From an optimization exercise on the open Yosys and OpenROAD flow, aimed at small area and few clock cycles; shortcuts taken in it are not production practice. The RTL was checked by simulation tests, not by an equivalence proof against the original design.

==> flow/design.v (outline; a module is shown in full before it is edited, if it fits) <==
// module IOTDF: 480 lines
// module DES: 1048 lines
// module MAXMIN: 251 lines
// module CRC: 91 lines
module IOTDF( clk, rst, in_en, iot_in, fn_sel, busy, valid, iot_out);
  // ...
==> flow/run.sh <==
#!/bin/bash
# synth_recipe.tcl (not shown) runs the flow's synth.tcl, then flattens the netlist and writes it again
# the make line also repeats each setting of config.mk as NAME=value (left out here)
make -C /OpenROAD-flow-scripts/flow DESIGN_CONFIG=/design/flow/config.mk WORK_HOME=/design/flow/orfs CLKGATE_MAP_FILE= SYNTH_SCRIPT=/design/flow/synth_recipe.tcl finish
==> flow/config.mk <==
export PLATFORM = sky130hd
export DESIGN_NAME = IOTDF
export DESIGN_NICKNAME = IOTDF
export VERILOG_FILES = /design/flow/design.v
export SDC_FILE = /design/flow/constraint.sdc
export NUM_CORES = 4
export LEC_CHECK = 0
export CAP_MARGIN = 20
export CORE_MARGIN = 2
export CORE_UTILIZATION = 40
export SLEW_MARGIN = 20
==> flow/constraint.sdc <==
create_clock -name core_clock -period 8.0 [get_ports {clk}]
set_input_delay 1.6000 -clock core_clock [delete_from_list [all_inputs] [get_ports {clk}]]
set_output_delay 1.6000 -clock core_clock [all_outputs]
set_load 0.01 [all_outputs]
==> results by group, run 1 <==
Cells and area
  • Multi-input gates: 4,565
  • Final Instance Area: 0.0582 sq mm
  • FFs & Latches: 679
  • Area-dominant class: multi-input gates
  • Fraction of area in multi-input gates: 55.9%
  • Commonest cells after routing, fill and taps aside: dfrtp_1, nand2_1, a21oi_1
  • Commonest non-fill, non-tap cell in the layout: dfrtp_1
  • Non-clk bufs: 248
  • Seq area share: 29.2%

Place
  • Placed Area: 0.0554 sq mm
  • RD Place Congestion: 0.979
  • Dpl hpwl: 146,000 um

Floorplanning
  • Horiz. Die Dim: 367 um
  • Core box area: 0.131 sq mm

Global routing
  • Largest net degree at the start of global routing: 190
  • Met1 GRT Util: 40.0%
  • Grt met3 use: 4.93%

Status
  • Status: finished clean

Clock network
  • H-tree level count: 3
  • Root Driver: clkbuf_16

Timing
  • Fin crit share: 80.8%
  • Min Hold Slack: 0.486 ns
  • Post-route minimum period: 6.47 ns
  • Count of final setup violators: 0
  • RSZ-0062 raised after global routing: false
  • Relative slew slack: 18.8%
  • Slew Limit Fails: 0
  • Hold Violations, Final: 0

Logic synthesis
  • Prevailing post-synth register cell: dfrtp_1
  • EDFF count, synth: 0
  • Flops & latches, synth: 679
  • Simple-gate share of the synthesized area: 12.0%

Critical path
  • Critical Path RT: 6.40 ns
  • Endpoint class of the critical path: output pin
  • CP max-delay cell: clkdlybuf4s50_1
  • Crit path largest cell delay: 0.81 ns

Detailed routing
  • Post-Route M1 WL: 86,400 um
Testbench counts, summed over its fixed seeds: cycles 92,990.
==> module IOTDF, before the edit <==
module IOTDF( clk, rst, in_en, iot_in, fn_sel, busy, valid, iot_out);
input          clk;
input          rst;
input          in_en;
input  [7:0]   iot_in;
input  [2:0]   fn_sel;
output         busy;
output         valid;
output [127:0] iot_out;
localparam      INIT = 3'd0;
localparam      IDLE = 3'd1;
localparam READ_DATA = 3'd2;
localparam MOVE_DATA = 3'd3;
localparam  WAIT_OUT = 3'd4;
reg [2 : 0] current_state;
reg [2 : 0] next_state;
reg [5 : 0] data_index_w;
reg [5 : 0] data_index_r;
reg [5 : 0] valid_index_w;
reg [5 : 0] valid_index_r;
reg [3 : 0] data_byte_w;
reg [3 : 0] data_byte_r;
reg [7 : 0] iot_data_w [15 : 0];
reg [7 : 0] iot_data_r [15 : 0];
reg busy_w;
reg busy_r;
reg valid_w;
reg valid_r;
reg [127 : 0] iot_out_w;
reg [127 : 0] iot_out_r;
wire DES_valid;
wire [127 : 0] DES_iot_out;
wire DES_clk;
reg DES_enable;
wire MAXMIN_valid;
wire [127 : 0] MAXMIN_iot_out;
wire MAXMIN_clk;
reg MAXMIN_enable;
reg MAXMIN_new_data;
wire CRC_valid;
wire [2 : 0] CRC_iot_out;
reg CRC_enable;
reg [3 : 0] index;
integer i;
assign busy = busy_r;
assign valid = valid_w;
assign iot_out = iot_out_w;
always @ (*)
begin
	data_index_w = data_index_r;
	if (current_state == MOVE_DATA)
	begin
		if (data_index_r < 6'd63)
		begin
			data_index_w = data_index_r + 1;
		end
	end
end
always @ (*)
begin
	valid_index_w = valid_index_r;
	case (fn_sel)
		3'd1, 3'd2:
		begin
			if (DES_valid)
			begin
				valid_index_w = valid_index_r + 1;
			end
		end
		3'd3:
		begin
			if (CRC_valid)
			begin
				valid_index_w = valid_index_r + 1;
			end
		end
		3'd4, 3'd5:
		begin
			if (MAXMIN_valid)
			begin
				valid_index_w = valid_index_r + 1;
			end
		end
	endcase
end
always @ (*)
begin
	MAXMIN_enable = 0;
    MAXMIN_new_data = 0;
	if (fn_sel == 3'd4 || fn_sel == 3'd5)
	begin
		case (current_state)
            READ_DATA:
            begin
                if (data_index_r[2 : 0] != 3'd0)
                begin
                    MAXMIN_enable = 1;
                end
                else if (data_byte_r == 4'd15)
                begin
                    MAXMIN_enable = 1;
                end
            end
			MOVE_DATA:
			begin
                MAXMIN_enable = 1;
				MAXMIN_new_data = 1;
			end
		endcase
	end
end
always @ (*)
begin
	CRC_enable = 0;
	if (fn_sel == 3'd3)
	begin
		case (current_state)
			READ_DATA:
			begin
				CRC_enable = in_en;
			end
		endcase
	end
end
always @ (*)
begin
	DES_enable = 0;
	if (fn_sel == 3'd1 || fn_sel == 3'd2)
	begin
		case (current_state)
			READ_DATA:
			begin
				if (data_index_r != 6'd0)
				begin
					DES_enable = 1;
				end
			end
			MOVE_DATA:
			begin
				DES_enable = 1;
			end
			WAIT_OUT:
			begin
				DES_enable = 1;
			end
		endcase
	end
end
always @ (*)
begin
	data_byte_w = data_byte_r;
	case (current_state)
		READ_DATA:
		begin
			if (in_en)
			begin
				data_byte_w = data_byte_r + 1;
			end
		end
		WAIT_OUT, MOVE_DATA:
		begin
			data_byte_w = 0;
		end
	endcase
end
always @ (*)
begin
	busy_w = 1;
	case (current_state)
		IDLE:
		begin
			busy_w = 0;
		end
		READ_DATA:
		begin
			if (data_byte_r > 5'd13)
			begin
				busy_w = 1;
			end
			else
			begin
				busy_w = 0;
			end
		end
		MOVE_DATA:
		begin
			busy_w = 0;
		end
		WAIT_OUT:
		begin
			if (fn_sel > 5'd2)
			begin
				busy_w = 0;
			end
		end
	endcase
end
always @ (*)
begin
	for (i = 0; i < 16; i = i + 1)
	begin
		iot_data_w[i] = iot_data_r[i];
	end
	index = 0;
	case (current_state)
		IDLE:
		begin
			for (i = 0; i < 16; i = i + 1)
			begin
				iot_data_w[i] = 0;
			end
		end
		READ_DATA:
		begin
			iot_data_w[data_byte_r] = iot_in;
		end
		MOVE_DATA:
		begin
			for (i = 0; i < 16; i = i + 1)
			begin
				iot_data_w[i] = 0;
			end
		end
	endcase
end
always @ (posedge clk or posedge rst)
begin
	if (rst)
	begin
		for (i = 0; i < 16; i = i + 1)
		begin
			iot_data_r[i] <= 0;
		end
	end
	else
	begin
		for (i = 0; i < 16; i = i + 1)
		begin
			iot_data_r[i] <= iot_data_w[i];
		end
	end
end
always @ (posedge clk or posedge rst)
begin
	if (rst)
	begin
		data_byte_r <= 0;
	end
	else
	begin
		data_byte_r <= data_byte_w;
	end
end
always @ (posedge clk or posedge rst)
begin
	if (rst)
	begin
		data_index_r <= 0;
	end
	else
	begin
		data_index_r <= data_index_w;
	end
end
always @ (posedge clk or posedge rst)
begin
	if (rst)
	begin
		valid_index_r <= 0;
	end
	else
	begin
		valid_index_r <= valid_index_w;
	end
end
always @ (posedge clk or posedge rst)
begin
	if (rst)
	begin
		busy_r <= 1;
	end
	else
	begin
		busy_r <= busy_w;
	end
end
always @ (posedge clk or posedge rst)
begin
	if (rst)
	begin
		iot_out_r <= 0;
	end
	else
	begin
		iot_out_r <= iot_out_w;
	end
end
always @ (posedge clk or posedge rst)
begin
	if (rst)
	begin
		valid_r <= 0;
	end
	else
	begin
		valid_r <= valid_w;
	end
end
always @ (posedge clk or posedge rst)
begin
	if (rst)
	begin
		current_state <= INIT;
	end
	else
	begin
		current_state <= next_state;
	end
end
always @ (*)
begin
	case (current_state)
		INIT: next_state = IDLE;
		IDLE:
		begin
			if (data_index_r == 6'd63)
			begin
				next_state = IDLE;
			end
			else
			begin
				next_state = READ_DATA;
			end
		end
		READ_DATA:
		begin
			if (data_byte_r == 4'd15)
			begin
				case (fn_sel)
					3'd1, 3'd2:
					begin
						next_state = MOVE_DATA;
					end
					3'd3:
					begin
						next_state = WAIT_OUT;
					end
					3'd4, 3'd5:
					begin
						next_state = MOVE_DATA;
					end
					default: next_state = INIT;
				endcase
			end
			else
			begin
				next_state = READ_DATA;
			end
		end
		MOVE_DATA:
		begin
			if (data_index_r == 6'd63)
			begin
				next_state = WAIT_OUT;
			end
			else
			begin
				next_state = READ_DATA;
			end
		end
		WAIT_OUT:
		begin
			if (valid_w)
			begin
				case (fn_sel)
					3'd1, 3'd2:
					begin
						if (valid_index_r == 6'd63)
						begin
							next_state = IDLE;
						end
						else
						begin
							next_state = MOVE_DATA;
						end
					end
					3'd3:
					begin
						if (valid_index_r == 6'd63)
						begin
							next_state = IDLE;
						end
						else
						begin
							next_state = READ_DATA;
						end
					end
					3'd4, 3'd5:
					begin
						if (!valid_index_r[0])
						begin
							next_state = WAIT_OUT;
						end
						else
						begin
							next_state = IDLE;
						end
					end
					default next_state = IDLE;
				endcase
			end
			else
			begin
				next_state = WAIT_OUT;
			end
		end
		default: next_state = INIT;
	endcase
end
always @ (*)
begin
	iot_out_w = 0;
	valid_w = 0;
	case (fn_sel)
		3'd1, 3'd2:
		begin
			iot_out_w = DES_iot_out;
			valid_w = DES_valid;
		end
		3'd3:
		begin
			iot_out_w = {{125{1'b0}}, CRC_iot_out};
			valid_w = CRC_valid;
		end
		3'd4, 3'd5:
		begin
			iot_out_w = MAXMIN_iot_out;
			valid_w = MAXMIN_valid;
		end
	endcase
end
DES u_DES
(
	.clk     (clk),
	.rst     (rst),
	.enable  (DES_enable),
	.mode    (fn_sel[0]),
	.valid   (DES_valid),
	.iot_out (DES_iot_out),
	.iot_in
	({
		iot_data_r[15], iot_data_r[14], iot_data_r[13], iot_data_r[12], iot_data_r[11], iot_data_r[10], iot_data_r[ 9], iot_data_r[ 8],
		iot_data_r[ 7], iot_data_r[ 6], iot_data_r[ 5], iot_data_r[ 4], iot_data_r[ 3], iot_data_r[ 2], iot_data_r[ 1], iot_data_r[ 0]
	})
);
MAXMIN u_MAXMIN
(
	.clk      (clk),
	.rst      (rst),
	.enable   (MAXMIN_enable),
    .new_data (MAXMIN_new_data),
	.mode     (fn_sel[0]),
	.valid    (MAXMIN_valid),
	.iot_out  (MAXMIN_iot_out),
	.iot_in
	({
		iot_data_r[15], iot_data_r[14], iot_data_r[13], iot_data_r[12], iot_data_r[11], iot_data_r[10], iot_data_r[ 9], iot_data_r[ 8],
		iot_data_r[ 7], iot_data_r[ 6], iot_data_r[ 5], iot_data_r[ 4], iot_data_r[ 3], iot_data_r[ 2], iot_data_r[ 1], iot_data_r[ 0]
	})
);
CRC u_CRC
(
	.clk     (clk),
	.rst     (rst),
	.enable  (CRC_enable),
	.iot_in  (iot_in),
	.valid   (CRC_valid),
	.iot_out (CRC_iot_out)
);
endmodule
==> module MAXMIN, before the edit <==
module MAXMIN
(
	input clk,
	input rst,
	input enable,
	input new_data,
	input mode,
	output valid,
	input  [127 : 0] iot_in,
	output [127 : 0] iot_out
);
localparam      IDLE = 3'd0;
localparam      CMP1 = 3'd1;
localparam      CMP2 = 3'd2;
localparam WAIT_DATA = 3'd3;
localparam    OUTPUT = 3'd4;
reg valid_w;
reg [127 : 0] iot_out_w;
reg [2 : 0] current_state;
reg [2 : 0] next_state;
reg [2 : 0] counter_w;
reg [2 : 0] counter_r;
reg [127 : 0] iot_data_w [1 : 0];
reg [127 : 0] iot_data_r [1 : 0];
reg [127 : 0] iot_in_w;
reg [127 : 0] iot_in_r;
reg is_need_CMP2;
integer i;
assign valid = valid_w;
assign iot_out = iot_out_w;
always @ (*)
begin
	for (i = 0; i < 2; i = i + 1)
	begin
		iot_data_w[i] = iot_data_r[i];
	end
	is_need_CMP2 = 1;
	case (current_state)
		IDLE:
		begin
			for (i = 0; i < 2; i = i + 1)
			begin
				iot_data_w[i] = {128{mode}};
			end
		end
		CMP1:
		begin
			if (mode)
			begin
				if (iot_in_r < iot_data_r[0])
				begin
					is_need_CMP2 = 0;
					begin iot_data_w[1] = iot_data_r[0]; iot_data_w[0] = iot_in_r; end
				end
			end
			else
			begin
				if (iot_in_r > iot_data_r[0])
				begin
					is_need_CMP2 = 0;
					begin iot_data_w[1] = iot_data_r[0]; iot_data_w[0] = iot_in_r; end
				end
			end
		end
		CMP2:
		begin
			if (mode)
			begin
				if (iot_in_r < iot_data_r[1])
				begin
					iot_data_w[1] = iot_in_r;
				end
			end
			else
			begin
				if (iot_in_r >  iot_data_r[1])
				begin
					iot_data_w[1] = iot_in_r;
				end
			end
		end
	endcase
end
always @ (*)
begin
	counter_w = counter_r;
	case (current_state)
		CMP1:
		begin
			if (!is_need_CMP2)
			begin
				counter_w = counter_r + 1;
			end
		end
		CMP2:
		begin
			counter_w = counter_r + 1;
		end
		OUTPUT:
		begin
			if (counter_r == 3'd1)
			begin
				counter_w = 0;
			end
			else
			begin
				counter_w = counter_r + 1;
			end
		end
	endcase
end
always @ (*)
begin
	iot_in_w = iot_in_r;
	if (current_state == WAIT_DATA)
	begin
		if (new_data)
		begin
			iot_in_w = iot_in;
		end
	end
end
always @ (posedge clk or posedge rst)
begin
	if (rst)
	begin
		counter_r <= 0;
	end
	else
	begin
		counter_r <= counter_w;
	end
end
always @ (posedge clk or posedge rst)
begin
	if (rst)
	begin
		for (i = 0; i < 2; i = i + 1)
		begin
			iot_data_r[i] <= 0;
		end
	end
	else
	begin
		for (i = 0; i < 2; i = i + 1)
		begin
			iot_data_r[i] <= iot_data_w[i];
		end
	end
end
always @ (posedge clk or posedge rst)
begin
	if (rst)
	begin
		iot_in_r <= 0;
	end
	else
	begin
		iot_in_r <= iot_in_w;
	end
end
always @ (posedge clk or posedge rst)
begin
	if (rst)
	begin
		current_state <= IDLE;
	end
	else
	begin
		current_state <= next_state;
	end
end
always @ (*)
begin
	case (current_state)
		IDLE:
		begin
			if (enable)
			begin
				next_state = WAIT_DATA;
			end
			else
			begin
				next_state = IDLE;
			end
		end
		WAIT_DATA:
		begin
			if (new_data)
			begin
				next_state = CMP1;
			end
			else
			begin
				next_state = WAIT_DATA;
			end
		end
		CMP1:
		begin
			if (is_need_CMP2)
			begin
				next_state = CMP2;
			end
			else
			begin
				if (counter_r == 3'd7)
				begin
					next_state = OUTPUT;
				end
				else
				begin
					next_state = WAIT_DATA;
				end
			end
		end
		CMP2:
		begin
			if (counter_r == 3'd7)
			begin
				next_state = OUTPUT;
			end
			else
			begin
				next_state = WAIT_DATA;
			end
		end
		OUTPUT:
		begin
			if (counter_r == 3'd1)
			begin
				next_state = IDLE;
			end
			else
			begin
				next_state = OUTPUT;
			end
		end
		default: next_state = IDLE;
	endcase
end
always @ (*)
begin
	valid_w = 0;
	iot_out_w = 0;
	if (current_state == OUTPUT)
	begin
		iot_out_w = iot_data_r[counter_r[0]];
		valid_w = 1;
	end
end
endmodule
==> module CRC, before the edit <==
module CRC
(
	input clk,
	input rst,
	input enable,
	output valid,
	input  [7 : 0] iot_in,
	output [2 : 0] iot_out
);
reg valid_w;
reg [2 : 0] iot_out_w;
reg [2 : 0] crc_w;
reg [2 : 0] crc_r;
reg [4 : 0] counter_w;
reg [4 : 0] counter_r;
integer i;
assign iot_out = iot_out_w;
assign valid = valid_w;
always @ (*)
begin
	crc_w = crc_r;
	if (enable)
	begin
		case (counter_r)
			5'd0, 5'd3, 5'd6, 5'd09, 5'd12, 5'd15:
			begin
				crc_w[1] = crc_r[1] ^ iot_in[7] ^ iot_in[6] ^ iot_in[4] ^ iot_in[3] ^ iot_in[1] ^ iot_in[0];
				crc_w[2] = crc_r[2] ^ iot_in[6] ^ iot_in[5] ^ iot_in[3] ^ iot_in[2] ^ iot_in[0];
			end
			5'd1, 5'd4, 5'd7, 5'd10, 5'd13:
			begin
				crc_w[1] = crc_r[1] ^ iot_in[7] ^ iot_in[5] ^ iot_in[4] ^ iot_in[2] ^ iot_in[1];
				crc_w[2] = crc_r[2] ^ iot_in[7] ^ iot_in[6] ^ iot_in[4] ^ iot_in[3] ^ iot_in[1] ^ iot_in[0];
			end
			5'd2, 5'd5, 5'd8, 5'd11, 5'd14:
			begin
				crc_w[1] = crc_r[1] ^ iot_in[6] ^ iot_in[5] ^ iot_in[3] ^ iot_in[2] ^ iot_in[0];
				crc_w[2] = crc_r[2] ^ iot_in[7] ^ iot_in[5] ^ iot_in[4] ^ iot_in[2] ^ iot_in[1];
			end
		endcase
	end
	else
	begin
		crc_w = 0;
	end
end
always @ (*)
begin
	counter_w = counter_r;
	if (enable)
	begin
		counter_w = counter_r + 1;
	end
	else
	begin
		counter_w = 0;
	end
end
always @ (posedge clk or posedge rst)
begin
	if (rst)
	begin
		crc_r <= 0;
	end
	else
	begin
		crc_r <= crc_w;
	end
end
always @ (posedge clk or posedge rst)
begin
	if (rst)
	begin
		counter_r <= 0;
	end
	else
	begin
		counter_r <= counter_w;
	end
end
always @ (*)
begin
	iot_out_w = 0;
	valid_w = 0;
	if (counter_r == 5'd16)
	begin
		iot_out_w = crc_r;
		valid_w = 1;
	end
end
endmodule
==> inputs of run 2 (changes only) <==
--- a/flow/design.v
+++ b/flow/design.v
@@ -7,711 +7,178 @@
 output         busy;
 output         valid;
 output [127:0] iot_out;
-localparam      INIT = 3'd0;
-localparam      IDLE = 3'd1;
-localparam READ_DATA = 3'd2;
-localparam MOVE_DATA = 3'd3;
-localparam  WAIT_OUT = 3'd4;
-reg [2 : 0] current_state;
-reg [2 : 0] next_state;
-reg [5 : 0] data_index_w;
-reg [5 : 0] data_index_r;
-reg [5 : 0] valid_index_w;
-reg [5 : 0] valid_index_r;
-reg [3 : 0] data_byte_w;
-reg [3 : 0] data_byte_r;
-reg [7 : 0] iot_data_w [15 : 0];
-reg [7 : 0] iot_data_r [15 : 0];
-reg busy_w;
-reg busy_r;
-reg valid_w;
-reg valid_r;
-reg [127 : 0] iot_out_w;
-reg [127 : 0] iot_out_r;
-wire DES_valid;
-wire [127 : 0] DES_iot_out;
-wire DES_clk;
-reg DES_enable;
-wire MAXMIN_valid;
-wire [127 : 0] MAXMIN_iot_out;
-wire MAXMIN_clk;
-reg MAXMIN_enable;
-reg MAXMIN_new_data;
-wire CRC_valid;
-wire [2 : 0] CRC_iot_out;
-reg CRC_enable;
-reg [3 : 0] index;
-integer i;
-assign busy = busy_r;
-assign valid = valid_w;
-assign iot_out = iot_out_w;
-always @ (*)
-begin
-	data_index_w = data_index_r;
-	if (current_state == MOVE_DATA)
-	begin
-		if (data_index_r < 6'd63)
-		begin
-			data_index_w = data_index_r + 1;
-		end
-	end
-end
-always @ (*)
-begin
-	valid_index_w = valid_index_r;
-	case (fn_sel)
-		3'd1, 3'd2:
-		begin
-			if (DES_valid)
-			begin
-				valid_index_w = valid_index_r + 1;
-			end
-		end
-		3'd3:
-		begin
-			if (CRC_valid)
-			begin
-				valid_index_w = valid_index_r + 1;
-			end
-		end
-		3'd4, 3'd5:
-		begin
-			if (MAXMIN_valid)
-			begin
-				valid_index_w = valid_index_r + 1;
-			end
-		end
-	endcase
-end
-always @ (*)
-begin
-	MAXMIN_enable = 0;
-    MAXMIN_new_data = 0;
-	if (fn_sel == 3'd4 || fn_sel == 3'd5)
-	begin
-		case (current_state)
-            READ_DATA:
-            begin
-                if (data_index_r[2 : 0] != 3'd0)
-                begin
-                    MAXMIN_enable = 1;
-                end
-                else if (data_byte_r == 4'd15)
-                begin
-                    MAXMIN_enable = 1;
-                end
-            end
-			MOVE_DATA:
-			begin
-                MAXMIN_enable = 1;
-				MAXMIN_new_data = 1;
-			end
-		endcase
-	end
-end
-always @ (*)
-begin
-	CRC_enable = 0;
-	if (fn_sel == 3'd3)
-	begin
-		case (current_state)
-			READ_DATA:
-			begin
-				CRC_enable = in_en;
-			end
-		endcase
-	end
-end
-always @ (*)
-begin
-	DES_enable = 0;
-	if (fn_sel == 3'd1 || fn_sel == 3'd2)
-	begin
-		case (current_state)
-			READ_DATA:
-			begin
-				if (data_index_r != 6'd0)
-				begin
-					DES_enable = 1;
-				end
-			end
-			MOVE_DATA:
-			begin
-				DES_enable = 1;
-			end
-			WAIT_OUT:
-			begin
-				DES_enable = 1;
-			end
+reg [10 : 0] cnt;        
+wire [3 : 0] k   = cnt[3 : 0];
+wire [6 : 0] blk = cnt[10 : 4];
+wire m_enc = (fn_sel == 3'd1);
+wire m_dec = (fn_sel == 3'd2);
+wire m_des = m_enc | m_dec;
+wire m_crc = (fn_sel == 3'd3);
+wire m_mm  = (fn_sel == 3'd4) | (fn_sel == 3'd5);
+wire m_min = fn_sel[0];
+reg [127 : 0] A, X, Y;
+reg           stl;      
+reg           s_x;      
+reg           a_hi;     
+reg           q_x;      
+reg           sh_px;    
+reg           sh_qa;    
+reg           f_a, f_c;
+reg [1 : 0]   crc;
+wire last  = (k == 4'd15);
+wire [2 : 0] bi = blk[2 : 0];
+wire g_first = (bi == 3'd0) & !stl;   
+wire g_last  = (bi == 3'd7);          
+wire a_ok  = (bi[2 : 1] != 2'd0);     
+wire c_ok  = (bi != 3'd0);            
+wire [7 : 0] a_b;
+wire [7 : 0] x_o = X[7 : 0];
+wire [7 : 0] y_o = Y[7 : 0];
+reg [7 : 0] x_in, y_in;
+always @ (*)
+begin
+	x_in = 8'd0;
+	y_in = iot_in;
+	if (m_des)
+		x_in = iot_in;
+	else if (m_mm)
+	begin
+		if (stl)
+		begin
+			x_in = sh_px ? x_o : y_o;
+			y_in = sh_qa ? a_b : x_o;
+		end
+		else if (g_first)
+			x_in = q_x ? x_o : y_o;
+		else if (g_last)
+			x_in = s_x ? y_o : x_o;
+		else
+		begin
+			x_in = s_x ? iot_in : x_o;
+			y_in = s_x ? y_o : iot_in;
+		end
+	end
+end
+wire [127 : 0] x_nx = {x_in, X[127 : 8]};
+always @ (posedge clk)
+begin
+	X <= x_nx;
+	Y <= {y_in, Y[127 : 8]};
+end
+MAXMIN_BYTE u_abyte (.st(A), .k(k), .b(a_b));
+wire [7 : 0] c_b = s_x ? y_o : x_o;
+wire b_a, b_c;
+MAXMIN u_cmp_a (.nb(iot_in), .sb(a_b), .first(k == 4'd0), .better(f_a), .min(m_min), .better_nx(b_a));
+MAXMIN u_cmp_c (.nb(iot_in), .sb(c_b), .first(k == 4'd0), .better(f_c), .min(m_min), .better_nx(b_c));
+wire worse_a = !a_ok | !a_hi;
+wire r_a = worse_a & (!a_ok | b_a);
+wire r_c = !worse_a & (!c_ok | b_c);
+wire p_a = a_hi & !b_a;
+wire p_c = !a_hi & !b_c;
+wire p_n = !p_a & !p_c;
+wire stall = p_n | (p_c & !b_a);
+always @ (posedge clk)
+begin
+	f_a <= b_a;
+	f_c <= b_c;
+	if (last)
+	begin
+		if (g_first | r_a)
+			s_x <= 1'b1;
+		else if (r_c)
+			s_x <= !s_x;
+		if (!g_first & !g_last & r_a)
+			a_hi <= s_x ? b_c : !b_c;
+		else if (!g_first & !g_last & r_c)
+			a_hi <= !b_a;
+		if (g_last)
+		begin
+			q_x   <= p_a & !b_c;
+			sh_px <= p_c;
+			sh_qa <= p_c | a_hi;
+		end
+	end
+end
+reg [1 : 0] rot;
+always @ (*)
+begin
+	if (m_enc)
+		rot = (k == 4'd0 || k == 4'd1 || k == 4'd8 || k == 4'd15) ? 2'd0 : 2'd1;
+	else if (m_dec)
+		rot = (k == 4'd0 || k == 4'd7 || k == 4'd14 || k == 4'd15) ? 2'd2 : 2'd3;
+	else
+		case (k)
+			4'd0, 4'd1, 4'd6, 4'd8, 4'd10, 4'd12, 4'd14: rot = 2'd0;
+			4'd2: rot = 2'd3;
+			4'd3: rot = 2'd1;
+			default: rot = 2'd2;
 		endcase
-	end
-end
-always @ (*)
-begin
-	data_byte_w = data_byte_r;
-	case (current_state)
-		READ_DATA:
-		begin
-			if (in_en)
-			begin
-				data_byte_w = data_byte_r + 1;
-			end
-		end
-		WAIT_OUT, MOVE_DATA:
-		begin
-			data_byte_w = 0;
-		end
-	endcase
-end
-always @ (*)
-begin
-	busy_w = 1;
-	case (current_state)
-		IDLE:
-		begin
-			busy_w = 0;
-		end
-		READ_DATA:
-		begin
-			if (data_byte_r > 5'd13)
-			begin
-				busy_w = 1;
-			end
-			else
-			begin
-				busy_w = 0;
-			end
-		end
-		MOVE_DATA:
-		begin
-			busy_w = 0;
-		end
-		WAIT_OUT:
-		begin
-			if (fn_sel > 5'd2)
-			begin
-				busy_w = 0;
-			end
-		end
-	endcase
 end
-always @ (*)
+wire [127 : 0] a_nx, a_view, a_ld;
+DES_ROUND u_round (.st(A), .rot(rot), .enc(m_enc), .f_on(m_des), .nx(a_nx), .view(a_view));
+DES_LOAD  u_load  (.blk(x_nx), .st(a_ld));
+wire load = last & (m_des | m_crc | (m_mm & (stl | g_first | (g_last ? (p_c & b_a) : r_a))));
+always @ (posedge clk)
+begin
+	A <= load ? a_ld : a_nx;
+end
+wire [1 : 0] crc_nx;
+CRC u_crc (.k(k), .iot_in(iot_in), .crc((k == 4'd0) ? 2'd0 : crc), .crc_nx(crc_nx));
+always @ (posedge clk)
 begin
-	for (i = 0; i < 16; i = i + 1)
-	begin
-		iot_data_w[i] = iot_data_r[i];
-	end
-	index = 0;
-	case (current_state)
-		IDLE:
-		begin
-			for (i = 0; i < 16; i = i + 1)
-			begin
-				iot_data_w[i] = 0;
-			end
-		end
-		READ_DATA:
-		begin
-			iot_data_w[data_byte_r] = iot_in;
-		end
-		MOVE_DATA:
-		begin
-			for (i = 0; i < 16; i = i + 1)
-			begin
-				iot_data_w[i] = 0;
-			end
-		end
-	endcase
+	crc <= crc_nx;
 end
 always @ (posedge clk or posedge rst)
 begin
 	if (rst)
 	begin
-		for (i = 0; i < 16; i = i + 1)
-		begin
-			iot_data_r[i] <= 0;
-		end
+		cnt <= 11'd0;
+		stl <= 1'b0;
 	end
-	else
+	else if (in_en | (cnt != 11'd0))
 	begin
-		for (i = 0; i < 16; i = i + 1)
+		cnt[3 : 0] <= cnt[3 : 0] + 4'd1;
+		if (last)
 		begin
-			iot_data_r[i] <= iot_data_w[i];
+			if (!stl)
+				cnt[10 : 4] <= cnt[10 : 4] + 7'd1;
+			stl <= m_mm & g_last & !stl & stall;
 		end
 	end
 end
-always @ (posedge clk or posedge rst)
-begin
-	if (rst)
-	begin
-		data_byte_r <= 0;
-	end
-	else
-	begin
-		data_byte_r <= data_byte_w;
-	end
-end
-always @ (posedge clk or posedge rst)
-begin
-	if (rst)
-	begin
-		data_index_r <= 0;
-	end
-	else
-	begin
-		data_index_r <= data_index_w;
-	end
-end
-always @ (posedge clk or posedge rst)
-begin
-	if (rst)
-	begin
-		valid_index_r <= 0;
-	end
-	else
-	begin
-		valid_index_r <= valid_index_w;
-	end
-end
-always @ (posedge clk or posedge rst)
-begin
-	if (rst)
-	begin
-		busy_r <= 1;
-	end
-	else
-	begin
-		busy_r <= busy_w;
-	end
-end
-always @ (posedge clk or posedge rst)
-begin
-	if (rst)
-	begin
-		iot_out_r <= 0;
-	end
-	else
-	begin
-		iot_out_r <= iot_out_w;
-	end
-end
-always @ (posedge clk or posedge rst)
-begin
-	if (rst)
-	begin
-		valid_r <= 0;
-	end
-	else
-	begin
-		valid_r <= valid_w;
-	end
-end
-always @ (posedge clk or posedge rst)
-begin
-	if (rst)
-	begin
-		current_state <= INIT;
-	end
-	else
-	begin
-		current_state <= next_state;
-	end
-end
-always @ (*)
-begin
-	case (current_state)
-		INIT: next_state = IDLE;
-		IDLE:
-		begin
-			if (data_index_r == 6'd63)
-			begin
-				next_state = IDLE;
-			end
-			else
-			begin
-				next_state = READ_DATA;
-			end
-		end
-		READ_DATA:
-		begin
-			if (data_byte_r == 4'd15)
-			begin
-				case (fn_sel)
-					3'd1, 3'd2:
-					begin
-						next_state = MOVE_DATA;
-					end
-					3'd3:
-					begin
-						next_state = WAIT_OUT;
-					end
-					3'd4, 3'd5:
-					begin
-						next_state = MOVE_DATA;
-					end
-					default: next_state = INIT;
-				endcase
-			end
-			else
-			begin
-				next_state = READ_DATA;
-			end
-		end
-		MOVE_DATA:
-		begin
-			if (data_index_r == 6'd63)
-			begin
-				next_state = WAIT_OUT;
-			end
-			else
-			begin
-				next_state = READ_DATA;
-			end
-		end
-		WAIT_OUT:
-		begin
-			if (valid_w)
-			begin
-				case (fn_sel)
-					3'd1, 3'd2:
-					begin
-						if (valid_index_r == 6'd63)
-						begin
-							next_state = IDLE;
-						end
-						else
-						begin
-							next_state = MOVE_DATA;
-						end
-					end
-					3'd3:
-					begin
-						if (valid_index_r == 6'd63)
-						begin
-							next_state = IDLE;
-						end
-						else
-						begin
-							next_state = READ_DATA;
-						end
-					end
-					3'd4, 3'd5:
-					begin
-						if (!valid_index_r[0])
-						begin
-							next_state = WAIT_OUT;
-						end
-						else
-						begin
-							next_state = IDLE;
-						end
-					end
-					default next_state = IDLE;
-				endcase
-			end
-			else
-			begin
-				next_state = WAIT_OUT;
-			end
-		end
-		default: next_state = INIT;
-	endcase
-end
-always @ (*)
-begin
-	iot_out_w = 0;
-	valid_w = 0;
-	case (fn_sel)
-		3'd1, 3'd2:
-		begin
-			iot_out_w = DES_iot_out;
-			valid_w = DES_valid;
-		end
-		3'd3:
-		begin
-			iot_out_w = {{125{1'b0}}, CRC_iot_out};
-			valid_w = CRC_valid;
-		end
-		3'd4, 3'd5:
-		begin
-			iot_out_w = MAXMIN_iot_out;
-			valid_w = MAXMIN_valid;
-		end
-	endcase
-end
-DES u_DES
-(
-	.clk     (clk),
-	.rst     (rst),
-	.enable  (DES_enable),
-	.mode    (fn_sel[0]),
-	.valid   (DES_valid),
-	.iot_out (DES_iot_out),
-	.iot_in
-	({
-		iot_data_r[15], iot_data_r[14], iot_data_r[13], iot_data_r[12], iot_data_r[11], iot_data_r[10], iot_data_r[ 9], iot_data_r[ 8],
-		iot_data_r[ 7], iot_data_r[ 6], iot_data_r[ 5], iot_data_r[ 4], iot_data_r[ 3], iot_data_r[ 2], iot_data_r[ 1], iot_data_r[ 0]
-	})
-);
-MAXMIN u_MAXMIN
-(
-	.clk      (clk),
-	.rst      (rst),
-	.enable   (MAXMIN_enable),
-    .new_data (MAXMIN_new_data),
-	.mode     (fn_sel[0]),
-	.valid    (MAXMIN_valid),
-	.iot_out  (MAXMIN_iot_out),
-	.iot_in
-	({
-		iot_data_r[15], iot_data_r[14], iot_data_r[13], iot_data_r[12], iot_data_r[11], iot_data_r[10], iot_data_r[ 9], iot_data_r[ 8],
-		iot_data_r[ 7], iot_data_r[ 6], iot_data_r[ 5], iot_data_r[ 4], iot_data_r[ 3], iot_data_r[ 2], iot_data_r[ 1], iot_data_r[ 0]
-	})
-);
-CRC u_CRC
-(
-	.clk     (clk),
-	.rst     (rst),
-	.enable  (CRC_enable),
-	.iot_in  (iot_in),
-	.valid   (CRC_valid),
-	.iot_out (CRC_iot_out)
-);
+wire in_1_64 = (blk != 7'd0) & (!blk[6] | (blk[5 : 0] == 6'd0));
+assign valid = (m_des & last & in_1_64)
+             | (m_crc & (k == 4'd0) & in_1_64)
+             | (m_mm & (k == 4'd2) & !stl & (bi[2 : 1] == 2'd0) & (blk >= 7'd8) & (blk <= 7'd65));
+assign iot_out = {a_view[127 : 3], m_crc ? {crc, 1'b0} : a_view[2 : 0]};
+assign busy = m_mm & ((stl & !last) | (last & g_last & !stl & stall));
 endmodule
-module DES
+module DES_ROUND
 (
-	input clk,
-	input rst,
-	input enable,
-	input mode,
-	output valid,
-	input  [127 : 0] iot_in,
-	output [127 : 0] iot_out
+	input  [127 : 0] st,       
+	input  [1 : 0]   rot,      
+	input            enc,      
+	input            f_on,     
+	output [127 : 0] nx,       
+	output [127 : 0] view      
 );
-localparam        IDLE = 2'd0;
-localparam     ENCRYPT = 2'd1;
-localparam     DECRYPT = 2'd2;
-localparam      OUTPUT = 2'd3;
-reg [1 : 0] current_state;
-reg [1 : 0] next_state;
-reg [127 : 0] iot_data_w;
-reg [127 : 0] iot_data_r;
-reg [3 : 0] counter_w;
-reg [3 : 0] counter_r;
-reg [47 : 0] key;
-reg [31 : 0] F_out;
-reg valid_w;
-reg [127 : 0] iot_out_w;
-assign valid = valid_w;
-assign iot_out = iot_out_w;
-always @ (*)
-begin
-	counter_w = counter_r;
-	case (current_state)
-		IDLE:
-		begin
-			if (mode)
-			begin
-				counter_w = 0;
-			end
-			else
-			begin
-				counter_w = 15;
-			end
-		end
-		ENCRYPT:
-		begin
-			counter_w = counter_r + 1;
-		end
-		DECRYPT:
-		begin
-			counter_w = counter_r - 1;
-		end
-	endcase
-end
+wire [27 : 0] c = st[119 : 92];
+wire [27 : 0] d = st[91 : 64];
+reg  [27 : 0] cn, dn;
 always @ (*)
 begin
-	iot_data_w = iot_data_r;
-	key = 0;
-	F_out = 0;
-	case (current_state)
-		IDLE:
-		begin
-			if (enable)
-			begin
-				iot_data_w = {{iot_in[120], iot_in[112], iot_in[104], iot_in[96], iot_in[88], iot_in[80], iot_in[72], iot_in[64], init_mainkey(iot_in[127 : 64])}, init_plaintext(iot_in[63 : 0])};
-			end
-			else
-			begin
-				iot_data_w = 0;
-			end
-		end
-		ENCRYPT:
-		begin
-			if (counter_r == 4'd0 || counter_r == 4'd1 || counter_r == 4'd8 || counter_r == 4'd15)
-			begin
-				iot_data_w[119 : 64] = {iot_data_r[118 : 92], iot_data_r[119], iot_data_r[90 : 64], iot_data_r[91]};
-			end
-			else
-			begin
-				iot_data_w[119 : 64] = {iot_data_r[117 : 92], iot_data_r[119 : 118], iot_data_r[89 : 64], iot_data_r[91 : 90]};
-			end
-			key = PC2(iot_data_w[119 : 64]);
-			F_out = F(iot_data_r[31 : 0], key);
-			if (counter_r == 4'd15)
-			begin
-				iot_data_w[31 :  0] = iot_data_r[31 : 0];
-				iot_data_w[63 : 32] = F_out ^ iot_data_r[63 : 32];
-			end
-			else
-			begin
-				iot_data_w[31 :  0] = F_out ^ iot_data_r[63 : 32];
-				iot_data_w[63 : 32] = iot_data_r[31 : 0];
-			end
-		end
-		DECRYPT:
-		begin
-			if (counter_r == 4'd0 || counter_r == 4'd1 || counter_r == 4'd8 || counter_r == 4'd15)
-			begin
-				iot_data_w[119 : 64] = {iot_data_r[92], iot_data_r[119 : 93], iot_data_r[64], iot_data_r[91 : 65]};
-			end
-			else
-			begin
-				iot_data_w[119 : 64] = {iot_data_r[93 : 92], iot_data_r[119 : 94], iot_data_r[65 : 64], iot_data_r[91 : 66]};
-			end
-			key = PC2(iot_data_r[119 : 64]);
-			F_out = F(iot_data_r[31 : 0], key);
-			if (counter_r == 4'd0)
-			begin
-				iot_data_w[31 :  0] = iot_data_r[31 : 0];
-				iot_data_w[63 : 32] = F_out ^ iot_data_r[63 : 32];
-			end
-			else
-			begin
-				iot_data_w[31 :  0] = F_out ^ iot_data_r[63 : 32];
-				iot_data_w[63 : 32] = iot_data_r[31 : 0];
-			end
-		end
+	case (rot)
+		2'd0: begin cn = {c[26 : 0], c[27]};      dn = {d[26 : 0], d[27]};      end
+		2'd1: begin cn = {c[25 : 0], c[27 : 26]}; dn = {d[25 : 0], d[27 : 26]}; end
+		2'd2: begin cn = {c[0], c[27 : 1]};       dn = {d[0], d[27 : 1]};       end
+		default: begin cn = {c[1 : 0], c[27 : 2]}; dn = {d[1 : 0], d[27 : 2]}; end
 	endcase
 end
-always @ (posedge clk or posedge rst)
-begin
-	if (rst)
-	begin
-		counter_r <= 0;
-	end
-	else
-	begin
-		counter_r <= counter_w;
-	end
-end
-always @ (posedge clk or posedge rst)
-begin
-	if (rst)
-	begin
-		iot_data_r <= 0;
-	end
-	else
-	begin
-		iot_data_r <= iot_data_w;
-	end
-end
-always @ (posedge clk or posedge rst)
-begin
-	if (rst)
-	begin
-		current_state <= IDLE;
-	end
-	else
-	begin
-		current_state <= next_state;
-	end
-end
-always @ (*)
-begin
-	next_state = IDLE;
-	case (current_state)
-		IDLE:
-		begin
-			if (enable)
-			begin
-				if (mode)
-				begin
-					next_state = ENCRYPT;
-				end
-				else
-				begin
-					next_state = DECRYPT;
-				end
-			end
-		end
-		ENCRYPT:
-		begin
-			if (counter_r == 4'd15)
-			begin
-				next_state = OUTPUT;
-			end
-			else
-			begin
-				next_state = ENCRYPT;
-			end
-		end
-		DECRYPT:
-		begin
-			if (counter_r == 4'd0)
-			begin
-				next_state = OUTPUT;
-			end
-			else
-			begin
-				next_state = DECRYPT;
-			end
-		end
-		OUTPUT: next_state = IDLE;
-	endcase
-end
-always @ (*)
-begin
-	iot_out_w = 0;
-	valid_w = 0;
-	if (current_state == OUTPUT)
-	begin
-		iot_out_w = {inv_key(iot_data_r[127 : 64]), final_ciphertext(iot_data_r[63 : 0])};
-		valid_w = 1;
-	end
-end
-function automatic [63 : 0] init_plaintext;
-	input [63 : 0] plaintext;
-	begin
-		init_plaintext = 
-		{
-			plaintext[ 6], plaintext[14], plaintext[22], plaintext[30], plaintext[38], plaintext[46], plaintext[54], plaintext[62],
-			plaintext[ 4], plaintext[12], plaintext[20], plaintext[28], plaintext[36], plaintext[44], plaintext[52], plaintext[60],
-			plaintext[ 2], plaintext[10], plaintext[18], plaintext[26], plaintext[34], plaintext[42], plaintext[50], plaintext[58],
-			plaintext[ 0], plaintext[ 8], plaintext[16], plaintext[24], plaintext[32], plaintext[40], plaintext[48], plaintext[56],
-			plaintext[ 7], plaintext[15], plaintext[23], plaintext[31], plaintext[39], plaintext[47], plaintext[55], plaintext[63],
-			plaintext[ 5], plaintext[13], plaintext[21], plaintext[29], plaintext[37], plaintext[45], plaintext[53], plaintext[61],
-			plaintext[ 3], plaintext[11], plaintext[19], plaintext[27], plaintext[35], plaintext[43], plaintext[51], plaintext[59],
-			plaintext[ 1], plaintext[ 9], plaintext[17], plaintext[25], plaintext[33], plaintext[41], plaintext[49], plaintext[57]
-		};
-	end
-endfunction
-function automatic [55 : 0] init_mainkey;
-	input [63 : 0] mainkey;
-	begin
-		init_mainkey = 
-		{
-			mainkey[ 7], mainkey[15], mainkey[23], mainkey[31], mainkey[39], mainkey[47], mainkey[55],
-			mainkey[63], mainkey[ 6], mainkey[14], mainkey[22], mainkey[30], mainkey[38], mainkey[46],
-			mainkey[54], mainkey[62], mainkey[ 5], mainkey[13], mainkey[21], mainkey[29], mainkey[37],
-			mainkey[45], mainkey[53], mainkey[61], mainkey[ 4], mainkey[12], mainkey[20], mainkey[28],
-			mainkey[ 1], mainkey[ 9], mainkey[17], mainkey[25], mainkey[33], mainkey[41], mainkey[49],
-			mainkey[57], mainkey[ 2], mainkey[10], mainkey[18], mainkey[26], mainkey[34], mainkey[42],
-			mainkey[50], mainkey[58], mainkey[ 3], mainkey[11], mainkey[19], mainkey[27], mainkey[35],
-			mainkey[43], mainkey[51], mainkey[59], mainkey[36], mainkey[44], mainkey[52], mainkey[60]
-		};
-	end
-endfunction
+wire [47 : 0] k  = PC2(enc ? {cn, dn} : {c, d});
+wire [31 : 0] fo = F(st[31 : 0], k) & {32{f_on}};
+wire [63 : 0] lr = {st[31 : 0], st[63 : 32] ^ fo};
+assign nx   = {st[127 : 120], cn, dn, lr};
+assign view = {inv_key({st[127 : 120], cn, dn}), final_ciphertext({lr[31 : 0], lr[63 : 32]})};
 function automatic [63 : 0] inv_key;
 	input [63 : 0] cipher_key;
 	begin
@@ -1526,345 +993,137 @@
 	end
 endfunction
 endmodule
-module MAXMIN
+module DES_LOAD
 (
-	input clk,
-	input rst,
-	input enable,
-	input new_data,
-	input mode,
-	output valid,
-	input  [127 : 0] iot_in,
-	output [127 : 0] iot_out
+	input  [127 : 0] blk,
+	output [127 : 0] st
 );
-localparam      IDLE = 3'd0;
-localparam      CMP1 = 3'd1;
-localparam      CMP2 = 3'd2;
-localparam WAIT_DATA = 3'd3;
-localparam    OUTPUT = 3'd4;
-reg valid_w;
-reg [127 : 0] iot_out_w;
-reg [2 : 0] current_state;
-reg [2 : 0] next_state;
-reg [2 : 0] counter_w;
-reg [2 : 0] counter_r;
-reg [127 : 0] iot_data_w [1 : 0];
-reg [127 : 0] iot_data_r [1 : 0];
-reg [127 : 0] iot_in_w;
-reg [127 : 0] iot_in_r;
-reg is_need_CMP2;
-integer i;
-assign valid = valid_w;
-assign iot_out = iot_out_w;
-always @ (*)
-begin
-	for (i = 0; i < 2; i = i + 1)
-	begin
-		iot_data_w[i] = iot_data_r[i];
-	end
-	is_need_CMP2 = 1;
-	case (current_state)
-		IDLE:
-		begin
-			for (i = 0; i < 2; i = i + 1)
-			begin
-				iot_data_w[i] = {128{mode}};
-			end
-		end
-		CMP1:
-		begin
-			if (mode)
-			begin
-				if (iot_in_r < iot_data_r[0])
-				begin
-					is_need_CMP2 = 0;
-					begin iot_data_w[1] = iot_data_r[0]; iot_data_w[0] = iot_in_r; end
-				end
-			end
-			else
-			begin
-				if (iot_in_r > iot_data_r[0])
-				begin
-					is_need_CMP2 = 0;
-					begin iot_data_w[1] = iot_data_r[0]; iot_data_w[0] = iot_in_r; end
-				end
-			end
-		end
-		CMP2:
-		begin
-			if (mode)
-			begin
-				if (iot_in_r < iot_data_r[1])
-				begin
-					iot_data_w[1] = iot_in_r;
-				end
-			end
-			else
-			begin
-				if (iot_in_r >  iot_data_r[1])
-				begin
-					iot_data_w[1] = iot_in_r;
-				end
-			end
-		end
-	endcase
-end
-always @ (*)
-begin
-	counter_w = counter_r;
-	case (current_state)
-		CMP1:
-		begin
-			if (!is_need_CMP2)
-			begin
-				counter_w = counter_r + 1;
-			end
-		end
-		CMP2:
-		begin
-			counter_w = counter_r + 1;
-		end
-		OUTPUT:
-		begin
-			if (counter_r == 3'd1)
-			begin
-				counter_w = 0;
-			end
-			else
-			begin
-				counter_w = counter_r + 1;
-			end
-		end
-	endcase
-end
-always @ (*)
-begin
-	iot_in_w = iot_in_r;
-	if (current_state == WAIT_DATA)
-	begin
-		if (new_data)
-		begin
-			iot_in_w = iot_in;
-		end
-	end
-end
-always @ (posedge clk or posedge rst)
-begin
-	if (rst)
-	begin
-		counter_r <= 0;
-	end
-	else
-	begin
-		counter_r <= counter_w;
-	end
-end
-always @ (posedge clk or posedge rst)
-begin
-	if (rst)
-	begin
-		for (i = 0; i < 2; i = i + 1)
-		begin
-			iot_data_r[i] <= 0;
-		end
-	end
-	else
-	begin
-		for (i = 0; i < 2; i = i + 1)
-		begin
-			iot_data_r[i] <= iot_data_w[i];
-		end
-	end
-end
-always @ (posedge clk or posedge rst)
-begin
-	if (rst)
+assign st = {blk[120], blk[112], blk[104], blk[96], blk[88], blk[80], blk[72], blk[64],
+             init_mainkey(blk[127 : 64]), init_plaintext(blk[63 : 0])};
+function automatic [63 : 0] init_plaintext;
+	input [63 : 0] plaintext;
 	begin
-		iot_in_r <= 0;
+		init_plaintext = 
+		{
+			plaintext[ 6], plaintext[14], plaintext[22], plaintext[30], plaintext[38], plaintext[46], plaintext[54], plaintext[62],
+			plaintext[ 4], plaintext[12], plaintext[20], plaintext[28], plaintext[36], plaintext[44], plaintext[52], plaintext[60],
+			plaintext[ 2], plaintext[10], plaintext[18], plaintext[26], plaintext[34], plaintext[42], plaintext[50], plaintext[58],
+			plaintext[ 0], plaintext[ 8], plaintext[16], plaintext[24], plaintext[32], plaintext[40], plaintext[48], plaintext[56],
+			plaintext[ 7], plaintext[15], plaintext[23], plaintext[31], plaintext[39], plaintext[47], plaintext[55], plaintext[63],
+			plaintext[ 5], plaintext[13], plaintext[21], plaintext[29], plaintext[37], plaintext[45], plaintext[53], plaintext[61],
+			plaintext[ 3], plaintext[11], plaintext[19], plaintext[27], plaintext[35], plaintext[43], plaintext[51], plaintext[59],
+			plaintext[ 1], plaintext[ 9], plaintext[17], plaintext[25], plaintext[33], plaintext[41], plaintext[49], plaintext[57]
+		};
 	end
-	else
+endfunction
+function automatic [55 : 0] init_mainkey;
+	input [63 : 0] mainkey;
 	begin
-		iot_in_r <= iot_in_w;
+		init_mainkey = 
+		{
+			mainkey[ 7], mainkey[15], mainkey[23], mainkey[31], mainkey[39], mainkey[47], mainkey[55],
+			mainkey[63], mainkey[ 6], mainkey[14], mainkey[22], mainkey[30], mainkey[38], mainkey[46],
+			mainkey[54], mainkey[62], mainkey[ 5], mainkey[13], mainkey[21], mainkey[29], mainkey[37],
+			mainkey[45], mainkey[53], mainkey[61], mainkey[ 4], mainkey[12], mainkey[20], mainkey[28],
+			mainkey[ 1], mainkey[ 9], mainkey[17], mainkey[25], mainkey[33], mainkey[41], mainkey[49],
+			mainkey[57], mainkey[ 2], mainkey[10], mainkey[18], mainkey[26], mainkey[34], mainkey[42],
+			mainkey[50], mainkey[58], mainkey[ 3], mainkey[11], mainkey[19], mainkey[27], mainkey[35],
+			mainkey[43], mainkey[51], mainkey[59], mainkey[36], mainkey[44], mainkey[52], mainkey[60]
+		};
 	end
-end
-always @ (posedge clk or posedge rst)
-begin
-	if (rst)
+endfunction
+endmodule
+module DES_UNLOAD
+(
+	input  [127 : 0] st,
+	output [127 : 0] blk
+);
+assign blk = {inv_key(st[127 : 64]), final_ciphertext(st[63 : 0])};
+function automatic [63 : 0] inv_key;
+	input [63 : 0] cipher_key;
 	begin
-		current_state <= IDLE;
+		inv_key = 
+		{
+			cipher_key[48], cipher_key[40], cipher_key[32], cipher_key[ 0], cipher_key[ 4], cipher_key[12], cipher_key[20], cipher_key[63],
+			cipher_key[49], cipher_key[41], cipher_key[33], cipher_key[ 1], cipher_key[ 5], cipher_key[13], cipher_key[21], cipher_key[62],
+			cipher_key[50], cipher_key[42], cipher_key[34], cipher_key[ 2], cipher_key[ 6], cipher_key[14], cipher_key[22], cipher_key[61],
+			cipher_key[51], cipher_key[43], cipher_key[35], cipher_key[ 3], cipher_key[ 7], cipher_key[15], cipher_key[23], cipher_key[60],
+			cipher_key[52], cipher_key[44], cipher_key[36], cipher_key[28], cipher_key[ 8], cipher_key[16], cipher_key[24], cipher_key[59],
+			cipher_key[53], cipher_key[45], cipher_key[37], cipher_key[29], cipher_key[ 9], cipher_key[17], cipher_key[25], cipher_key[58],
+			cipher_key[54], cipher_key[46], cipher_key[38], cipher_key[30], cipher_key[10], cipher_key[18], cipher_key[26], cipher_key[57],
+			cipher_key[55], cipher_key[47], cipher_key[39], cipher_key[31], cipher_key[11], cipher_key[19], cipher_key[27], cipher_key[56]
+		};
 	end
-	else
+endfunction
+function automatic [63 : 0] final_ciphertext;
+	input [63 : 0] ciphertext;
 	begin
-		current_state <= next_state;
+		final_ciphertext = 
+		{
+			ciphertext[24], ciphertext[56], ciphertext[16], ciphertext[48], ciphertext[ 8], ciphertext[40], ciphertext[ 0], ciphertext[32],
+			ciphertext[25], ciphertext[57], ciphertext[17], ciphertext[49], ciphertext[ 9], ciphertext[41], ciphertext[ 1], ciphertext[33],
+			ciphertext[26], ciphertext[58], ciphertext[18], ciphertext[50], ciphertext[10], ciphertext[42], ciphertext[ 2], ciphertext[34],
+			ciphertext[27], ciphertext[59], ciphertext[19], ciphertext[51], ciphertext[11], ciphertext[43], ciphertext[ 3], ciphertext[35],
+			ciphertext[28], ciphertext[60], ciphertext[20], ciphertext[52], ciphertext[12], ciphertext[44], ciphertext[ 4], ciphertext[36],
+			ciphertext[29], ciphertext[61], ciphertext[21], ciphertext[53], ciphertext[13], ciphertext[45], ciphertext[ 5], ciphertext[37],
+			ciphertext[30], ciphertext[62], ciphertext[22], ciphertext[54], ciphertext[14], ciphertext[46], ciphertext[ 6], ciphertext[38],
+			ciphertext[31], ciphertext[63], ciphertext[23], ciphertext[55], ciphertext[15], ciphertext[47], ciphertext[ 7], ciphertext[39]
+		};
 	end
-end
-always @ (*)
-begin
-	case (current_state)
-		IDLE:
-		begin
-			if (enable)
-			begin
-				next_state = WAIT_DATA;
-			end
-			else
-			begin
-				next_state = IDLE;
-			end
-		end
-		WAIT_DATA:
-		begin
-			if (new_data)
-			begin
-				next_state = CMP1;
-			end
-			else
-			begin
-				next_state = WAIT_DATA;
-			end
-		end
-		CMP1:
-		begin
-			if (is_need_CMP2)
-			begin
-				next_state = CMP2;
-			end
-			else
-			begin
-				if (counter_r == 3'd7)
-				begin
-					next_state = OUTPUT;
-				end
-				else
-				begin
-					next_state = WAIT_DATA;
-				end
-			end
-		end
-		CMP2:
-		begin
-			if (counter_r == 3'd7)
-			begin
-				next_state = OUTPUT;
-			end
-			else
-			begin
-				next_state = WAIT_DATA;
-			end
-		end
-		OUTPUT:
-		begin
-			if (counter_r == 3'd1)
-			begin
-				next_state = IDLE;
-			end
-			else
-			begin
-				next_state = OUTPUT;
-			end
-		end
-		default: next_state = IDLE;
-	endcase
-end
-always @ (*)
-begin
-	valid_w = 0;
-	iot_out_w = 0;
-	if (current_state == OUTPUT)
-	begin
-		iot_out_w = iot_data_r[counter_r[0]];
-		valid_w = 1;
+endfunction
+endmodule
+module MAXMIN
+(
+	input  [7 : 0] nb,      
+	input  [7 : 0] sb,      
+	input          first,   
+	input          better,  
+	input          min,
+	output         better_nx
+);
+assign better_nx = (nb != sb) ? ((nb > sb) ^ min) : (better & !first);
+endmodule
+module MAXMIN_BYTE
+(
+	input  [127 : 0] st,
+	input  [3 : 0]   k,
+	output [7 : 0]   b
+);
+localparam [31 : 0] ROT_AT = {2'd1, 2'd0, 2'd1, 2'd0, 2'd1, 2'd0, 2'd1, 2'd0,
+                              2'd1, 2'd0, 2'd1, 2'd2, 2'd0, 2'd2, 2'd1, 2'd0};
+wire [7 : 0] bk [15 : 0];
+genvar i;
+generate
+	for (i = 0; i < 16; i = i + 1)
+	begin : g_byte
+		localparam integer R = ROT_AT[2 * i +: 2];
+		wire [27 : 0] c = st[119 : 92];
+		wire [27 : 0] d = st[91 : 64];
+		wire [27 : 0] cu = (R == 0) ? c : (R == 1) ? {c[0], c[27 : 1]} : {c[1 : 0], c[27 : 2]};
+		wire [27 : 0] du = (R == 0) ? d : (R == 1) ? {d[0], d[27 : 1]} : {d[1 : 0], d[27 : 2]};
+		wire [63 : 0] lr = (i % 2) ? {st[31 : 0], st[63 : 32]} : st[63 : 0];
+		wire [127 : 0] blk;
+		DES_UNLOAD u_unload (.st({st[127 : 120], cu, du, lr}), .blk(blk));
+		assign bk[i] = blk[8 * i +: 8];
 	end
-end
+endgenerate
+assign b = bk[k];
 endmodule
 module CRC
 (
-	input clk,
-	input rst,
-	input enable,
-	output valid,
+	input  [3 : 0] k,       
 	input  [7 : 0] iot_in,
-	output [2 : 0] iot_out
+	input  [1 : 0] crc,     
+	output [1 : 0] crc_nx
 );
-reg valid_w;
-reg [2 : 0] iot_out_w;
-reg [2 : 0] crc_w;
-reg [2 : 0] crc_r;
-reg [4 : 0] counter_w;
-reg [4 : 0] counter_r;
-integer i;
-assign iot_out = iot_out_w;
-assign valid = valid_w;
-always @ (*)
-begin
-	crc_w = crc_r;
-	if (enable)
-	begin
-		case (counter_r)
-			5'd0, 5'd3, 5'd6, 5'd09, 5'd12, 5'd15:
-			begin
-				crc_w[1] = crc_r[1] ^ iot_in[7] ^ iot_in[6] ^ iot_in[4] ^ iot_in[3] ^ iot_in[1] ^ iot_in[0];
-				crc_w[2] = crc_r[2] ^ iot_in[6] ^ iot_in[5] ^ iot_in[3] ^ iot_in[2] ^ iot_in[0];
-			end
-			5'd1, 5'd4, 5'd7, 5'd10, 5'd13:
-			begin
-				crc_w[1] = crc_r[1] ^ iot_in[7] ^ iot_in[5] ^ iot_in[4] ^ iot_in[2] ^ iot_in[1];
-				crc_w[2] = crc_r[2] ^ iot_in[7] ^ iot_in[6] ^ iot_in[4] ^ iot_in[3] ^ iot_in[1] ^ iot_in[0];
-			end
-			5'd2, 5'd5, 5'd8, 5'd11, 5'd14:
-			begin
-				crc_w[1] = crc_r[1] ^ iot_in[6] ^ iot_in[5] ^ iot_in[3] ^ iot_in[2] ^ iot_in[0];
-				crc_w[2] = crc_r[2] ^ iot_in[7] ^ iot_in[5] ^ iot_in[4] ^ iot_in[2] ^ iot_in[1];
-			end
-		endcase
-	end
-	else
-	begin
-		crc_w = 0;
-	end
-end
-always @ (*)
-begin
-	counter_w = counter_r;
-	if (enable)
-	begin
-		counter_w = counter_r + 1;
-	end
-	else
-	begin
-		counter_w = 0;
-	end
-end
-always @ (posedge clk or posedge rst)
-begin
-	if (rst)
-	begin
-		crc_r <= 0;
-	end
-	else
-	begin
-		crc_r <= crc_w;
-	end
-end
-always @ (posedge clk or posedge rst)
-begin
-	if (rst)
-	begin
-		counter_r <= 0;
-	end
-	else
-	begin
-		counter_r <= counter_w;
-	end
-end
+reg [7 : 0] m1, m2;
 always @ (*)
 begin
-	iot_out_w = 0;
-	valid_w = 0;
-	if (counter_r == 5'd16)
-	begin
-		iot_out_w = crc_r;
-		valid_w = 1;
-	end
+	case (k)
+		4'd0, 4'd3, 4'd6, 4'd9, 4'd12, 4'd15: begin m1 = 8'hDB; m2 = 8'h6D; end
+		4'd1, 4'd4, 4'd7, 4'd10, 4'd13:       begin m1 = 8'hB6; m2 = 8'hDB; end
+		default:                              begin m1 = 8'h6D; m2 = 8'hB6; end
+	endcase
 end
+assign crc_nx = {crc[1] ^ (^(iot_in & m2)), crc[0] ^ (^(iot_in & m1))};
 endmodule
==> results by group, run 2 <==
Timing
  • Worst Skew: 0.0377 ns (was 0.0282 ns)
  • Count of final setup violators: 0 (unchanged)
  • Post-route minimum period: 7.85 ns (was 6.47 ns)
  • Slew Limit Fails: 0 (unchanged)
  • Relative slew slack: 38.4% (was 18.8%)
  • Setup Total Neg Slack: 0 ns (unchanged)
  • Min Hold Slack: 0.322 ns (was 0.486 ns)
  • Max Clock Freq: 0.127 GHz (was 0.155 GHz)
  • Hold Violations, Final: 0 (unchanged)
  • Fin crit share: 98.1% (was 80.8%)
  • RSZ-0062 raised after global routing: false (unchanged)
  • Worst Tran Pin Value: 0.916 ns (was 1.21 ns)

Global routing
  • GRT Total Usage: 29.4% (was 29.1%)
  • Initial antenna violation count: 2 (was 3)
  • First-pass GRT wire length: 126,000 um (was 300,000 um)
  • Vias in the first global route: 19,498 (was 44,511)
  • Largest net degree at the start of global routing: 119 (was 190)
  • Gr ovfl total: 0 (unchanged)

Floorplanning
  • Die Height: 240 um (was 367 um)
  • Horiz. Die Dim: 240 um (was 367 um)
  • Core box area: 0.0552 sq mm (was 0.131 sq mm)
  • Die ar.: 0.0577 sq mm (was 0.135 sq mm)
  • Starting density of the core: 40.5% (was 40.2%)
  • FP Rows: 86 (was 133)
  • Top-Level Pins: 144 (unchanged)

Detailed routing
  • Length of the first detailed-routing pass in iterations: 6 (unchanged)
  • Vias: 21,273 (was 47,885)
  • Vias per inst: 5.87 (was 6.19)
  • DRC: 0 (unchanged)
  • Detailed router's first-iteration violation count: 2,441 (was 5,605)
  • Routed wire length per instance: 23.9 um (was 26.1 um)
  • Post-DRT Antenna Nets: 0 (unchanged)
  • Total wire length: 86,700 um (was 202,000 um)

Cells and area
  • Commonest non-fill, non-tap cell in the layout: nand2_1 (was dfrtp_1)
  • Antenna Cells: 0 (unchanged)
  • Fin nets: 2,944 (was 6,339)
  • Post-layout util: 48.6% (was 44.4%)
  • # fillers: 5,378 (was 12,673)
  • Area delta synth->final: 20.0% (was 10.6%)
  • Commonest cells after routing, fill and taps aside: nand2_1, dfxtp_1, buf_4 (was dfrtp_1, nand2_1, a21oi_1)
  • Final cell count without fillers: 3,625 (was 7,741)
  • Share of layout cells above drive strength 1: 14.3% (was 9.71%)
  • Largest regs: A x128, X x128, Y x128

Clock network
  • CTS buffer count: 42 (was 78)
  • Sink Count: 405 (was 679)
  • H-tree level count: 2 (was 3)
  • CTS tree: built (unchanged)
  • Max Root-Sink Buffers: 3 (unchanged)
  • Post-CTS Hold Fix Bufs: 0 (unchanged)
  • Clock transition at path regs: 0.06 ns (about the same)
  • Root Driver: clkbuf_16 (unchanged)
  • Clk Latency, worst-skew pair: 0.62 ns (was 0.68 ns)

Logic synthesis
  • Flops & latches, synth: 405 (was 679)
  • Most frequent cell after synthesis: nand2_1 (was dfrtp_1)
  • Mapped Area: 0.0223 sq mm (was 0.0526 sq mm)
  • Synth warn: 6 (was 8)
  • Synth cell types: 98 (was 109)
  • Sequential share of the synthesized area: 37.1% (was 32.3%)
  • Syn Area/Cell: 8.31 sq um (was 8.67 sq um)
  • Cell type with the largest total area after synthesis: dfxtp_1 (was dfrtp_1)
  • Ranking of synthesized cells by area: dfxtp_1, nand2_1, ha_1 (was dfrtp_1, ha_1, a21oi_1)
  • Asr flop ratio synth: 2.96% (was 100%)
  • Top cells by count, synth: nand2_1, dfxtp_1, nor2_1 (was dfrtp_1, nand2_1, a21oi_1)
  • EDFF count, synth: 13 (was 0)
  • Cells after Synth: 2,687 (was 6,075)
  • Syn nets: 2,785 (was 6,487)
  • Synth top area share: 34.1% (was 32.2%)
  • Prevailing post-synth register cell: dfxtp_1 (was dfrtp_1)

Critical path
  • Startpoint types: primary input (unchanged)
  • Critical Path RT: 6.40 ns (about the same)
  • Endpoint class of the critical path: output pin (unchanged)
  • Worst path arrival time: 6.25 ns (was 4.87 ns)
  • Critical path peak fanout: 30 (was 84)
  • Critical path type: primary input to output pin (unchanged)

Place
  • Placed cell count: 3,544 (was 7,602)
  • Dpl hpwl: 64,800 um (was 146,000 um)
  • Number of port buffers: 143 (unchanged)
  • RD Place Congestion: 0.975 (was 0.979)

Status
  • Status: finished clean (unchanged)

Job
  • Max_cap viols: 0 (unchanged)

Hold path
  • Min-delay worst type: flop to flop (unchanged)
run 2: cell count changes after synthesis, moves of 245 or more:
cell	change
nor2_1	-245
inv_1	-269
o21ai_0	-336
dfxtp_1	+380
a21oi_1	-481
dfrtp_1	-666
ha_1	-314
run 2: stage by stage:
stage               setup WS [ns]  cell area (sq um)
floorplan                    1.36              22300
global placement          -0.0381              25100
detailed placement        -0.0841              25100
CTS                        0.0555              26600
global route              0.00535              26800
finish                      0.152              26800
run 2: metal layers:
layer  wire length (um)  GRT usage [%]
met4               3280           10.9
met3               8570           7.86
met5                  8              0
met1              37300           39.5
met2              37600           44.8
run 2: critical path: stages:
cell and delay (ns):
clkdlybuf4s50_1 0.53, or3b_2 0.54, a221o_1 0.38, o21ai_4 0.12
buf_4 0.16, buf_4 0.21, buf_4 0.39, a21boi_0 0.21
buf_4 0.19, o211ai_1 0.17, buf_4 0.22, nor4_1 0.07
a2111oi_0 0.41, nand4_1 0.16, xnor2_1 0.27, clkdlybuf4s50_1 0.58
run 2: what timing repair did:
item | CTS | global route
setup buffers | 0 | 6
pin swaps | 0 | 4
setup endpoints to repair | 7 | 19
gates resized for setup | 4 | 37
run 2: logic make-up (layout without fill, tap and decap cells):
| family | count (synthesis) | after routing | synth area share [%] |
|---|---|---|---|
| and+or+nand+nor | 986 | 986 | 19.0 |
| xor gates and xnor gates | 111 | 111 | 4.49 |
| adders and majority gates | 86 | 86 | 4.79 |
| AOI/OAI and AO/OA | 655 | 655 | 21.2 |
| muxes | 141 | 141 | 6.90 |
| DFF | 405 | 405 | 37.1 |
| buffers and inverters | 303 | 493 | 6.39 |
run 2: cell type report:
class / instances / area [sq um] / share of cell area [%]
well taps: 748 / 936 / 3.49
inverters: 79 / 298 / 1.11
clock buffers: 50 / 1100 / 4.11
clock inverters: 25 / 359 / 1.34
flip-flops and latches: 405 / 8300 / 31.0
repair buffers: 339 / 2980 / 11.1
multi-input cells: 1979 / 12800 / 47.9
run 2: path summary, 6_finish.rpt:
| kind | slack, ns | end | start | depth (start not counted) |
|---|---|---|---|---|
| hold reg to reg | 0.32 | Y[32] | Y[40] | 0 |
| setup / recovery | 0.15 | iot_out[18] | fn_sel[0] | 16 |
| max in group asynchronous | 6.35 | cnt[2] | rst | 2 |
| hold / removal | 0.32 | Y[32] | Y[40] | 0 |
| setup reg to reg | 1.91 | A[65] | cnt[0] | 23 |
| min in group asynchronous | 1.32 | stl | rst | 2 |
Testbench counts of run 2, summed over its fixed seeds: cycles 85,120.

## what the ideal ports hide
How much do the figures lean on ideal ports? The routed layouts below were timed once more, with nothing changed but the port constraints. Step 1 (the two cells are an assumption about what drives the block):
set clk [get_ports {clk}]
set_driving_cell -lib_cell sky130_fd_sc_hd__clkbuf_16 $clk
set_driving_cell -lib_cell sky130_fd_sc_hd__buf_2 [delete_from_list [all_inputs] $clk]
Step 2 also shifts input and output timing later by t, the mid clock arrival at the registers, as if the neighbouring blocks saw the same clock. Slacks: ideal / step 1 / step 2; pairs: ideal / step 1.
run	t, ns	setup slack, ns	hold WS [ns]
run 1	0.745	1.532 / 1.510 / 1.510	0.486 / 0.486 / 0.486
run 2	0.654	0.152 / 0.069 / 0.069	0.322 / 0.322 / 0.322
After both steps every run listed still meets setup and hold. For run 2, which loses most, drivers alone change the setup slack by -0.083 ns; drivers and shift together by -0.083 ns.
